From an optimization exercise on the open Yosys and OpenROAD flow, aimed at a short achievable clock period and few clock cycles; shortcuts taken in it are not production practice.
At most, simulation tests tie the RTL to the original design; equivalence was not proved.
No activity file was given, so power comes from the tool's default toggle rates.

Setup of v8:
==> flow/design.v <==
module regn(R, Rin, Clock, Q);
	parameter n = 9;
	input wire [n-1:0] R;
	input wire Rin, Clock;
	output reg [n-1:0] Q;
	always @(posedge Clock)
		if (Rin)
			Q <= R;
endmodule
module dec3to8(W, Y);
	input wire [2:0] W;
	output wire [7:0] Y;
	assign Y = 8'b1 << W;
endmodule
module num_on_bits(num_in, one_hot);
	input wire [7:0] num_in;
	output wire [8:0] one_hot;
	wire [4:0] lo, hi;
	nib_count cl (.v(num_in[3:0]), .c(lo));
	nib_count ch (.v(num_in[7:4]), .c(hi));
	assign one_hot[0] = lo[0] & hi[0];
	assign one_hot[1] = (lo[1] & hi[0]) | (lo[0] & hi[1]);
	assign one_hot[2] = (lo[2] & hi[0]) | (lo[1] & hi[1]) | (lo[0] & hi[2]);
	assign one_hot[3] = (lo[3] & hi[0]) | (lo[2] & hi[1]) | (lo[1] & hi[2]) | (lo[0] & hi[3]);
	assign one_hot[4] = (lo[4] & hi[0]) | (lo[3] & hi[1]) | (lo[2] & hi[2]) | (lo[1] & hi[3]) | (lo[0] & hi[4]);
	assign one_hot[5] = (lo[4] & hi[1]) | (lo[3] & hi[2]) | (lo[2] & hi[3]) | (lo[1] & hi[4]);
	assign one_hot[6] = (lo[4] & hi[2]) | (lo[3] & hi[3]) | (lo[2] & hi[4]);
	assign one_hot[7] = (lo[4] & hi[3]) | (lo[3] & hi[4]);
	assign one_hot[8] = lo[4] & hi[4];
endmodule
module nib_count(v, c);
	input wire [3:0] v;
	output reg [4:0] c;
	always @*
		case (v)
			4'b0000: c = 5'b00001;
			4'b0001, 4'b0010, 4'b0100, 4'b1000: c = 5'b00010;
			4'b0011, 4'b0101, 4'b0110, 4'b1001, 4'b1010, 4'b1100: c = 5'b00100;
			4'b1111: c = 5'b10000;
			default: c = 5'b01000;
		endcase
endmodule
module ALU(en, instruction, input_a, input_b, shift_oh, lt, result);
	input wire en;                 
	input wire [8:0] input_a, input_b;
	input wire [2:0] instruction;
	input wire [8:0] shift_oh;    
	input wire lt;                
	output wire [8:0] result;
	localparam MV = 3'b000, ADD = 3'b010, SUB = 3'b011, SLL = 3'b111, SRL = 3'b110;
	wire [7:0] a = input_a[7:0];
	wire [7:0] b = input_b[7:0];
	wire sa = input_a[8];
	wire sb = input_b[8];
	wire [7:0] cs;                        
	wire [7:0] gs_all, ps_all;
	ks_prefix8 u_s (.g(a & b), .p(a ^ b), .G(gs_all), .P(ps_all));
	assign cs = {gs_all[6:0], 1'b0};
	wire [7:0] sum = (a ^ b) ^ cs;
	wire [7:0] pd = ~(a ^ b);
	wire [7:0] gd = a & ~b;
	wire [7:0] Gd, Pd;
	ks_prefix8 u_d (.g(gd), .p(pd), .G(Gd), .P(Pd));
	wire [7:0] c0 = {Gd[6:0], 1'b0};               
	wire [7:0] c1 = {Gd[6:0] | Pd[6:0], 1'b1};     
	wire [7:0] amb = pd ^ c1;                      
	wire [7:0] bma = ~(pd ^ c0);                   
	reg [7:0] shl, shr;
	integer j, k;
	always @*
	begin
		shl = 8'b0;
		shr = 8'b0;
		for (j = 0; j < 8; j = j + 1)
			for (k = 0; k < 8; k = k + 1)
			begin
				if (k <= j)
					shl[j] = shl[j] | (a[j-k] & shift_oh[k]);
				if (j + k < 8)
					shr[j] = shr[j] | (a[j+k] & shift_oh[k]);
			end
	end
	wire is_add = en & (instruction == ADD);
	wire is_sub = en & (instruction == SUB);
	wire is_sll = en & (instruction == SLL);
	wire is_srl = en & (instruction == SRL);
	wire is_mv  = en & (instruction == MV);
	wire eq_s   = (sa == sb);
	wire use_sum  = (is_add & eq_s) | (is_sub & ~sa & sb);
	wire use_absd = (is_add & ~eq_s) | (is_sub & eq_s);
	wire use_bma  = is_sub & sa & ~sb;
	wire sel_sum = use_sum;
	wire sel_bma = use_bma | (use_absd & lt);
	wire sel_amb = use_absd & ~lt;
	wire [7:0] other = ({8{is_sll}} & shl) | ({8{is_srl}} & shr) | ({8{is_mv}} & b);
	assign result[7:0] = ({8{sel_sum}} & sum) | ({8{sel_bma}} & bma) | ({8{sel_amb}} & amb) | other;
	wire sgn_static = (is_mv & sb) | ((is_add | is_sub | is_sll | is_srl) & sa);
	assign result[8] = use_absd ? (lt ^ (is_sub & sa)) : sgn_static;
endmodule
module ks_prefix8(g, p, G, P);
	input wire [7:0] g, p;
	output wire [7:0] G, P;
	wire [7:0] g1, p1, g2, p2;
	genvar i;
	generate
		for (i = 0; i < 8; i = i + 1) begin : l1
			if (i >= 1) begin
				assign g1[i] = g[i] | (p[i] & g[i-1]);
				assign p1[i] = p[i] & p[i-1];
			end else begin
				assign g1[i] = g[i];
				assign p1[i] = p[i];
			end
		end
		for (i = 0; i < 8; i = i + 1) begin : l2
			if (i >= 2) begin
				assign g2[i] = g1[i] | (p1[i] & g1[i-2]);
				assign p2[i] = p1[i] & p1[i-2];
			end else begin
				assign g2[i] = g1[i];
				assign p2[i] = p1[i];
			end
		end
		for (i = 0; i < 8; i = i + 1) begin : l3
			if (i >= 4) begin
				assign G[i] = g2[i] | (p2[i] & g2[i-4]);
				assign P[i] = p2[i] & p2[i-4];
			end else begin
				assign G[i] = g2[i];
				assign P[i] = p2[i];
			end
		end
	endgenerate
endmodule
module mag_lt(a, b, lt, gt);
	input wire [7:0] a, b;
	output wire lt, gt;
	wire [3:0] l1, g1;
	wire [1:0] l2, g2;
	genvar i;
	generate
		for (i = 0; i < 4; i = i + 1) begin : t1
			cmp2 c (.a(a[2*i+1:2*i]), .b(b[2*i+1:2*i]), .lt(l1[i]), .gt(g1[i]));
		end
		for (i = 0; i < 2; i = i + 1) begin : t2
			cmp_join j (.lh(l1[2*i+1]), .gh(g1[2*i+1]), .ll(l1[2*i]), .gl(g1[2*i]), .lt(l2[i]), .gt(g2[i]));
		end
	endgenerate
	cmp_join j3 (.lh(l2[1]), .gh(g2[1]), .ll(l2[0]), .gl(g2[0]), .lt(lt), .gt(gt));
endmodule
module cmp2(a, b, lt, gt);
	input wire [1:0] a, b;
	output wire lt, gt;
	assign lt = a < b;
	assign gt = a > b;
endmodule
module cmp_join(lh, gh, ll, gl, lt, gt);
	input wire lh, gh, ll, gl;
	output wire lt, gt;
	assign lt = lh | (~gh & ll);
	assign gt = gh | (~lh & gl);
endmodule
module mux_10_to_1(DIN, alu_out, pend, bus_out);
	input wire [8:0] DIN, alu_out;
	input wire pend;
	output wire [8:0] bus_out;
	assign bus_out = alu_out | ({9{pend}} & DIN);
endmodule
module cpu_top (DIN, Resetn, Clock, Run, Done, BusWires, debug_reg0, debug_reg1,
debug_reg2, debug_reg3, debug_reg4, debug_reg5, debug_reg6, debug_reg7);
	input wire [8:0] DIN;
	input wire Resetn, Clock, Run;
	output wire Done;
	output wire [8:0] BusWires;
	output wire [8:0] debug_reg0, debug_reg1;
	output wire [8:0] debug_reg2, debug_reg3, debug_reg4, debug_reg5, debug_reg6, debug_reg7;
	localparam mvi = 3'b001;
	reg [8:0] R [0:7];
	reg [8:0] SH [0:7];  
	reg       pend;      
	reg [2:0] pend_x;    
	wire [2:0] op = DIN[8:6];
	wire [2:0] X  = DIN[5:3];
	wire [2:0] Y  = DIN[2:0];
	wire [7:0] xd, yd, yd2;
	dec3to8 decX (X, xd);
	dec3to8 decY (Y, yd);
	dec3to8 decY2 (Y, yd2);
	reg [8:0] a, b, oh;
	integer n;
	always @*
	begin
		a = 9'b0;
		b = 9'b0;
		oh = 9'b0;
		for (n = 0; n < 8; n = n + 1)
		begin
			a = a | ({9{xd[n]}} & R[n]);
			b = b | ({9{yd[n]}} & R[n]);
			oh = oh | ({9{yd2[n]}} & SH[n]);
		end
	end
	wire [7:0] xd2, yd3;
	dec3to8 decX2 (X, xd2);
	dec3to8 decY3 (Y, yd3);
	wire [63:0] LT;
	wire [7:0] wxd;    
	reg lt_sel;
	integer p, q;
	always @*
	begin
		lt_sel = 1'b0;
		for (p = 0; p < 8; p = p + 1)
			for (q = 0; q < 8; q = q + 1)
				lt_sel = lt_sel | (xd2[p] & yd3[q] & LT[p*8+q]);
	end
	wire [8:0] alu_out;
	ALU alu (.en(~pend), .instruction(op), .input_a(a), .input_b(b), .shift_oh(oh), .lt(lt_sel), .result(alu_out));
	wire run_exec = Run & ~pend & (op != mvi);
	wire run_mvi  = Run & ~pend & (op == mvi);
	assign Done     = run_exec | pend;
	wire [8:0] wdata;
	mux_10_to_1 bus_port (.DIN(DIN), .alu_out(alu_out), .pend(pend), .bus_out(BusWires));
	mux_10_to_1 bus_write (.DIN(DIN), .alu_out(alu_out), .pend(pend), .bus_out(wdata));
	wire [8:0] wcmp;
	mux_10_to_1 bus_cmp (.DIN(DIN), .alu_out(alu_out), .pend(pend), .bus_out(wcmp));
	wire [8:0] bus_oh;
	num_on_bits pc (.num_in(wcmp[7:0]), .one_hot(bus_oh));
	wire [2:0] wx = pend ? pend_x : X;
	dec3to8 decW (wx, wxd);
	genvar gx, gy;
	generate
		for (gx = 0; gx < 8; gx = gx + 1) begin : g_ltx
			for (gy = 0; gy < 8; gy = gy + 1) begin : g_lty
				if (gx == gy) begin : g_same
					assign LT[gx*8+gy] = 1'b0;
				end else begin : g_pair
					reg lt_q;
					always @(posedge Clock, negedge Resetn)
						if (!Resetn)
							lt_q <= 1'b0;
						else if (Done & (wxd[gx] | wxd[gy]))
							lt_q <= wxd[gx] ? w_lt[gy] : w_gt[gx];
					assign LT[gx*8+gy] = lt_q;
				end
			end
		end
	endgenerate
	wire [7:0] w_lt, w_gt;
	genvar gj;
	generate
		for (gj = 0; gj < 8; gj = gj + 1) begin : g_cmp
			mag_lt c (.a(wcmp[7:0]), .b(R[gj][7:0]), .lt(w_lt[gj]), .gt(w_gt[gj]));
		end
	endgenerate
	integer i;
	always @(posedge Clock, negedge Resetn)
	begin
		if (!Resetn)
		begin
			pend <= 1'b0;
			pend_x <= 3'b0;
			for (i = 0; i < 8; i = i + 1)
			begin
				R[i] <= 9'b0;
				SH[i] <= 9'b1;
			end
		end
		else
		begin
			pend <= run_mvi;
			if (run_mvi)
				pend_x <= X;
			if (Done)
			begin
				R[wx] <= wdata;
				SH[wx] <= bus_oh;
			end
		end
	end
	assign debug_reg0 = R[0];
	assign debug_reg1 = R[1];
	assign debug_reg2 = R[2];
	assign debug_reg3 = R[3];
	assign debug_reg4 = R[4];
	assign debug_reg5 = R[5];
	assign debug_reg6 = R[6];
	assign debug_reg7 = R[7];
endmodule
make LEC_CHECK=0 CAP_MARGIN=20 CORE_MARGIN=2 CORE_UTILIZATION=50 PLACE_DENSITY=0.7 SETUP_SLACK_MARGIN=3.5 SLEW_MARGIN=20 SYNTH_HIERARCHICAL=1 SYNTH_MINIMUM_KEEP_SIZE=0 finish   # period 7.5 ns
run.sh (not shown) runs the stock make flow with config.mk's settings and CLKGATE_MAP_FILE= SYNTH_SCRIPT=/design/flow/synth_recipe.tcl, a recipe that flattens the netlist after the stock synthesis.
v8 completed; timing, DRC and antenna clean
[inputs] v38 vs v8
==> flow/design.v, changed modules only <==
module dec3to8(W, En, Y);
	input wire [2:0] W;
	input wire En; 
	output reg [7:0] Y;
	always @(W or En) 
	begin
		if (En == 1)
			case (W)
				3'b111: Y = 8'b10000000;
				3'b110: Y = 8'b01000000;
				3'b101: Y = 8'b00100000;
				3'b100: Y = 8'b00010000;
				3'b011: Y = 8'b00001000;
				3'b010: Y = 8'b00000100;
				3'b001: Y = 8'b00000010;
				3'b000: Y = 8'b00000001; 
			endcase 
		else
			Y = 8'b00000000;
	 end
endmodule
module cpu_top (DIN, Resetn, Clock, Run, Done, BusWires, debug_reg0, debug_reg1,
debug_reg2, debug_reg3, debug_reg4, debug_reg5, debug_reg6, debug_reg7);
	input wire [8:0] DIN;
	input wire Resetn, Clock, Run;
	output wire Done;
	output wire [8:0] BusWires;
	output wire [8:0] debug_reg0, debug_reg1;
	output wire [8:0] debug_reg2, debug_reg3, debug_reg4, debug_reg5, debug_reg6, debug_reg7;
	localparam mvi = 3'b001;
	reg [8:0] R [0:7];
	reg [8:0] SH [0:7];  
	reg       pend;      
	reg [2:0] pend_x;    
	wire [2:0] op = DIN[8:6];
	wire [2:0] X  = DIN[5:3];
	wire [2:0] Y  = DIN[2:0];
	wire [7:0] xd, yd, yd2;
	dec3to8 decX (X, 1'b1, xd);
	dec3to8 decY (Y, 1'b1, yd);
	dec3to8 decY2 (Y, 1'b1, yd2);
	reg [8:0] a, b, oh;
	integer n;
	always @*
	begin
		a = 9'b0;
		b = 9'b0;
		oh = 9'b0;
		for (n = 0; n < 8; n = n + 1)
		begin
			a = a | ({9{xd[n]}} & R[n]);
			b = b | ({9{yd[n]}} & R[n]);
			oh = oh | ({9{yd2[n]}} & SH[n]);
		end
	end
	wire [7:0] xd2, yd3;
	dec3to8 decX2 (X, 1'b1, xd2);
	dec3to8 decY3 (Y, 1'b1, yd3);
	wire [63:0] LT;
	wire [7:0] wxd;    
	reg lt_sel;
	integer p, q;
	always @*
	begin
		lt_sel = 1'b0;
		for (p = 0; p < 8; p = p + 1)
			for (q = 0; q < 8; q = q + 1)
				lt_sel = lt_sel | (xd2[p] & yd3[q] & LT[p*8+q]);
	end
	wire [8:0] alu_out;
	ALU alu (.en(~pend), .instruction(op), .input_a(a), .input_b(b), .shift_oh(oh), .lt(lt_sel), .result(alu_out));
	wire run_exec = Run & ~pend & (op != mvi);
	wire run_mvi  = Run & ~pend & (op == mvi);
	assign Done     = run_exec | pend;
	wire [8:0] wdata;
	mux_10_to_1 bus_port (.DIN(DIN), .alu_out(alu_out), .pend(pend), .bus_out(BusWires));
	mux_10_to_1 bus_write (.DIN(DIN), .alu_out(alu_out), .pend(pend), .bus_out(wdata));
	wire [8:0] bus_oh;
	num_on_bits pc (.num_in(wdata[7:0]), .one_hot(bus_oh));
	wire [2:0] wx = pend ? pend_x : X;
	dec3to8 decW (wx, 1'b1, wxd);
	genvar gx, gy;
	generate
		for (gx = 0; gx < 8; gx = gx + 1) begin : g_ltx
			for (gy = 0; gy < 8; gy = gy + 1) begin : g_lty
				if (gx == gy) begin : g_same
					assign LT[gx*8+gy] = 1'b0;
				end else begin : g_pair
					reg lt_q;
					always @(posedge Clock, negedge Resetn)
						if (!Resetn)
							lt_q <= 1'b0;
						else if (Done & (wxd[gx] | wxd[gy]))
							lt_q <= wxd[gx] ? w_lt[gy] : w_gt[gx];
					assign LT[gx*8+gy] = lt_q;
				end
			end
		end
	endgenerate
	wire [7:0] w_lt, w_gt;
	genvar gj;
	generate
		for (gj = 0; gj < 8; gj = gj + 1) begin : g_cmp
			mag_lt c (.a(wdata[7:0]), .b(R[gj][7:0]), .lt(w_lt[gj]), .gt(w_gt[gj]));
		end
	endgenerate
	integer i;
	always @(posedge Clock, negedge Resetn)
	begin
		if (!Resetn)
		begin
			pend <= 1'b0;
			pend_x <= 3'b0;
			for (i = 0; i < 8; i = i + 1)
			begin
				R[i] <= 9'b0;
				SH[i] <= 9'b1;
			end
		end
		else
		begin
			pend <= run_mvi;
			if (run_mvi)
				pend_x <= X;
			if (Done)
			begin
				R[wx] <= wdata;
				SH[wx] <= bus_oh;
			end
		end
	end
	assign debug_reg0 = R[0];
	assign debug_reg1 = R[1];
	assign debug_reg2 = R[2];
	assign debug_reg3 = R[3];
	assign debug_reg4 = R[4];
	assign debug_reg5 = R[5];
	assign debug_reg6 = R[6];
	assign debug_reg7 = R[7];
endmodule
Findings:
Reported for v8 and v38, number of well-tap cells placed turned out identical to the last digit.
Wire length of the first global-routing pass on v38 is behind v8.
v38 reports a higher sum of net half-perimeters after detailed placement than v8 does.
Power share of the sequential group in v38 is 12 points above v8.
Diff v8 -> v38: cell depth of the worst flop-to-flop path lost 1; die span in x increased about 0.37%.
On worst hold slack, v8 and v38 are neck and neck.
All of v8 and v38 finish clean.
Between v8 and v38, measured slew at the worst slew-check pin is higher for v38, v8 comes in under that.
Testbench counts of v38, summed over its fixed seeds: cycles 20,055.
For v8, only the layout was checked, not whether the RTL still works.

static timing again, ports no longer ideal:
No port has a modelled driver above. Below, the same layouts with a new extraction and two added sets of constraints. Step 1: set_driving_cell puts a clkbuf_16 on Clock and a buf_2 on each other input, an assumption about the parent block. Step 2 times the ports against the registers' clock, not the clock port: input delays grow and output delays shrink by t, the midpoint of the rising clock arrivals with the driver on. Three values: ideal, step 1, step 2; two values: the first two.
| run | t (ns) | slack for setup (ns) | worst setup path after step 2 | slew at the worst register clock pin (ns) | worst data-port slew with drivers (ns) |
|---|---|---|---|---|---|
| v8 | 0.502 | 1.674 / 1.523 / 1.216 | input to register | 0.09 / 0.09 | 0.32 |
| v38 | 0.497 | 1.686 / 1.593 / 1.285 | input to register | 0.08 / 0.08 | 0.15 |
After both steps setup and hold are still met in every run listed. For v8, which loses most, drivers alone change the setup slack by -0.151 ns; drivers and shift together by -0.458 ns.
